This design comes from an exercise in tuning for small area on the open sky130 flow, not from production work.
The RTL was checked by simulation tests, not by an equivalence proof against the original design.
The flow treats the clock pin as an ideal source, which a real chip does not have.
Power figures rest on the tool's default switching activity, not on a simulated workload.

// FreqCounter
module FreqCounter(
    input mclk,
    input rst,
    input signal,
    output [15:0] freq
);
Size in the first run: about 320 cells after synthesis, roughly 80 flip-flops, about 3400 µm² of cells after synthesis.
clock: 10.0 ns
lec_check: 0
cap_margin: 20
core_margin: 2
core_utilization: 70
cts_buf_list: sky130_fd_sc_hd__clkbuf_4
cts_cluster_diameter: 100
cts_cluster_size: 20
slew_margin: 20
run.sh (not shown) runs the stock make flow with config.mk's settings and CLKGATE_MAP_FILE= SYNTH_SCRIPT=/design/flow/synth_recipe.tcl, a recipe that flattens the netlist after the stock synthesis.
Then changed:
- CORE_UTILIZATION: 70 -> 40
- CTS_BUF_LIST: sky130_fd_sc_hd__clkbuf_4 -> sky130_fd_sc_hd__clkbuf_8
- CTS_CLUSTER_DIAMETER: 100 -> unset
- CTS_CLUSTER_SIZE: 20 -> unset
The changed run finished with timing, DRC and antenna clean; global-route usage drops by 10 points; final area came out higher by about 4%; combinational power fell by about 6%; setup slack got worse by 0.076 ns; final cell count went up by about 9%; flip-flop and latch count does not change; count of clock-buffer cells in the layout rises by 1; non-clock buffer count shrinks by 1; hold slack improves by 0.0051 ns.
Then changed:
- CORE_UTILIZATION: 40 -> 70
- CTS_CLUSTER_DIAMETER: unset -> 200
- CTS_CLUSTER_SIZE: unset -> 30
The changed run completed with no timing, DRC or antenna violations.
First-iteration DRC count came out higher to 4.0 times its value.
Worst setup slack barely changes.
Worst hold slack got worse by 0.0033 ns.
Maximum frequency stays flat.
Cell area goes down slightly.
Via count rises by a few percent.
Synthesized cell count stays the same.
Wire length rose by a few percent.
Non-clock buffer count went up by 1.
Then changed:
- CORE_UTILIZATION: 70 -> 40
- CTS_BUF_LIST: sky130_fd_sc_hd__clkbuf_8 -> unset
- CTS_CLUSTER_DIAMETER: 200 -> unset
- CTS_CLUSTER_SIZE: 30 -> unset
=> Power is higher by 2.1%. Global-route usage is lower by 12 points. First-iteration DRC count is lower by 75%.
Then changed:
==> flow/flow/run.sh (new file) <==
#!/bin/bash
# Standard ORFS layout, with two changes made through the flow's own variables:
# the port buffers are buf_1 cells, and CTS builds the clock tree from
# clkbuf_4 cells without dummy loads.
set -euo pipefail
export BUFFER_PORTS_ARGS="-buffer_cell sky130_fd_sc_hd__buf_1"
export CTS_ARGS="-sink_clustering_enable -repair_clock_nets -buf_list sky130_fd_sc_hd__clkbuf_4 -dont_use_dummy_load"
bash standard.sh finish > standard_flow.log 2>&1
==> flow/standard.sh (new file) <==
#!/bin/bash
# synth_recipe.tcl (not shown) runs the flow's synth.tcl, then flattens the netlist and writes it again
# the make line also repeats each setting of config.mk as NAME=value (left out here)
make -C /OpenROAD-flow-scripts/flow DESIGN_CONFIG=/design/flow/config.mk WORK_HOME=/design/flow/orfs CLKGATE_MAP_FILE= SYNTH_SCRIPT=/design/flow/synth_recipe.tcl "${@:-finish}"
- CORE_UTILIZATION: 40 -> 70
removed: flow/run.sh
Outcome:
- The new run went through all stages and came out clean
- via count grows by 2.5%
- wire length grows by 1.3%
- global-route usage grows by 9.1 points
- utilization grows by 28 points

========
FreqCounter, a different RTL version from the one above (not shown whole).
Size in the first run: about 310 cells after synthesis, about 80 flip-flops, roughly 3500 um^2 of cells after synthesis.
Settings: LEC_CHECK=0, CAP_MARGIN=20, CORE_MARGIN=2, CORE_UTILIZATION=85, PLACE_DENSITY=0.9, SLEW_MARGIN=20; clock period 10.0 ns.
standard.sh (not shown) runs the stock make flow with config.mk's settings and CLKGATE_MAP_FILE= SYNTH_SCRIPT=/design/flow/synth_recipe.tcl, a recipe that flattens the netlist after the stock synthesis.
==> flow/flow/run.sh <==
#!/bin/bash
# Standard ORFS layout, with three changes made through the flow's own
# variables and hooks:
#  - the port buffers are buf_1 cells;
#  - CTS builds the clock tree from clkbuf_4 cells without dummy loads;
#  - after CTS, flow/downsize.tcl moves logic cells to a smaller drive strength
#    wherever timing, slew and capacitance still hold with margin.
set -euo pipefail
export BUFFER_PORTS_ARGS="-buffer_cell sky130_fd_sc_hd__buf_1"
export CTS_ARGS="-sink_clustering_enable -repair_clock_nets -buf_list sky130_fd_sc_hd__clkbuf_4 -dont_use_dummy_load"
export POST_CTS_TCL="$PWD/flow/downsize.tcl"
bash standard.sh finish > standard_flow.log 2>&1
==> flow/flow/downsize.tcl <==
# Downsize logic cells to drive strength 1 where timing, slew and
# capacitance still hold with margin.
proc ds_ok {} {
  estimate_parasitics -placement
  if {[sta::worst_slack_cmd max] < 0.5e-9} { return 0 }
  if {[sta::worst_slack_cmd min] < 0.05e-9} { return 0 }
  if {[sta::max_slew_violation_count] > 0} { return 0 }
  if {[sta::max_capacitance_violation_count] > 0} { return 0 }
  if {[sta::max_slew_check_slack_limit] < 0.15} { return 0 }
  if {[sta::max_capacitance_check_slack_limit] < 0.15} { return 0 }
  return 1
}
set db [ord::get_db]
set block [ord::get_db_block]
set n 0; set saved 0.0
if {![ds_ok]} { puts "downsize: design not clean before, skipping" } else {
foreach inst [$block getInsts] {
  set m [$inst getMaster]
  set name [$m getName]
  if {![regexp {^(sky130_fd_sc_hd__[a-z0-9]+)_([0-9]+)$} $name -> base drv]} continue
  if {$drv <= 1} continue
  if {[regexp {clkbuf|clkinv|clkdly|dfxtp|dfrtp|tap|fill|decap|conb|dlygate} $base]} continue
  set old_area [expr {[$m getWidth] * [$m getHeight]}]
  foreach d {0 1 2 4} {
    if {$d >= $drv} break
    set cand [$db findMaster ${base}_$d]
    if {$cand eq "NULL" || $cand eq ""} continue
    if {[$cand getWidth] >= [$m getWidth]} continue
    $inst swapMaster $cand
    if {[ds_ok]} {
      incr n
      set saved [expr {$saved + ($old_area - [$cand getWidth] * [$cand getHeight]) / 1e6}]
      puts "downsize: [$inst getName] $name -> [$cand getName]"
      break
    }
    $inst swapMaster $m
  }
}
}
estimate_parasitics -placement
puts "downsize: $n cells, [format %.1f $saved] um2"
Next try:
--- a/flow/flow/downsize.tcl
+++ b/flow/flow/downsize.tcl
@@ -7,6 +7,6 @@
   if {[sta::max_slew_violation_count] > 0} { return 0 }
   if {[sta::max_capacitance_violation_count] > 0} { return 0 }
-  if {[sta::max_slew_check_slack_limit] < 0.15} { return 0 }
-  if {[sta::max_capacitance_check_slack_limit] < 0.15} { return 0 }
+  if {[sta::max_slew_check_slack_limit] < 0.08} { return 0 }
+  if {[sta::max_capacitance_check_slack_limit] < 0.08} { return 0 }
   return 1
 }
Settings changed: CAP_MARGIN 20 to 5, CORE_UTILIZATION 85 to 70, PLACE_DENSITY 0.9 to not set, SLEW_MARGIN 20 to 5.
After rerunning:
- wire length decreases by about 12%
- worst hold slack is worse by 11 ps
- cell area stays flat
- combinational power falls by about 7%
- maximum frequency rose by 2.0%
Next try:
--- a/flow/flow/downsize.tcl
+++ b/flow/flow/downsize.tcl
@@ -7,6 +7,6 @@
   if {[sta::max_slew_violation_count] > 0} { return 0 }
   if {[sta::max_capacitance_violation_count] > 0} { return 0 }
-  if {[sta::max_slew_check_slack_limit] < 0.08} { return 0 }
-  if {[sta::max_capacitance_check_slack_limit] < 0.08} { return 0 }
+  if {[sta::max_slew_check_slack_limit] < 0.15} { return 0 }
+  if {[sta::max_capacitance_check_slack_limit] < 0.15} { return 0 }
   return 1
 }
Settings changed: CAP_MARGIN 5 to 20, SLEW_MARGIN 5 to 20.
Outcome:
- The changed run finished clean
- total power stays the same
- flip-flop and latch count is unchanged
- worst setup slack does not change
- worst hold slack does not change
- die area does not change
- register-to-register slack stays flat
- clock skew is unchanged
- cell area is unchanged

## afterwards: timing with drivers on the ports
In the flow no input, the clock included, has a driving cell. The finished layouts below were timed again as built, in two steps. Step 1: set_driving_cell puts a clkbuf_16 on mclk and a buf_2 on each other input, an assumption about the parent block. Step 2 also shifts input and output timing later by t, the mid clock arrival at the registers, as if the neighbouring blocks saw the same clock. Slacks: ideal / step 1 / step 2; pairs: ideal / step 1.
| run | shift t [ns] | setup slack, ns | hold slack, ns | worst data-port slew with drivers (ns) | cell pins on the clock port's net |
|---|---|---|---|---|---|
| the first run of note 1 | 0.428 | 3.620 / 3.623 / 3.195 | 0.447 / 0.447 / 0.447 | 0.03 | 1 |
| the second run of note 1 | 0.360 | 3.544 / 3.552 / 3.191 | 0.452 / 0.452 / 0.452 | 0.03 | 1 |
| the third run of note 1 | 0.374 | 3.543 / 3.552 / 3.177 | 0.449 / 0.449 / 0.449 | 0.03 | 1 |
| the fourth run of note 1 | 0.360 | 3.544 / 3.552 / 3.191 | 0.452 / 0.452 / 0.452 | 0.03 | 1 |
| the fifth run of note 1 | 0.430 | 3.916 / 3.922 / 3.491 | 0.464 / 0.464 / 0.464 | 0.03 | 1 |
| the first run of note 2 | 0.438 | 3.870 / 3.875 / 3.437 | 0.385 / 0.385 / 0.385 | 0.03 | 1 |
| the second run of note 2 | 0.423 | 3.988 / 3.993 / 3.570 | 0.374 / 0.374 / 0.374 | 0.03 | 1 |
| the third run of note 2 | 0.423 | 3.988 / 3.993 / 3.570 | 0.374 / 0.374 / 0.374 | 0.03 | 1 |
After both steps every run listed still meets setup and hold. For the first run of note 2, which loses most, drivers alone change the setup slack by +0.005 ns; drivers and shift together by -0.433 ns.
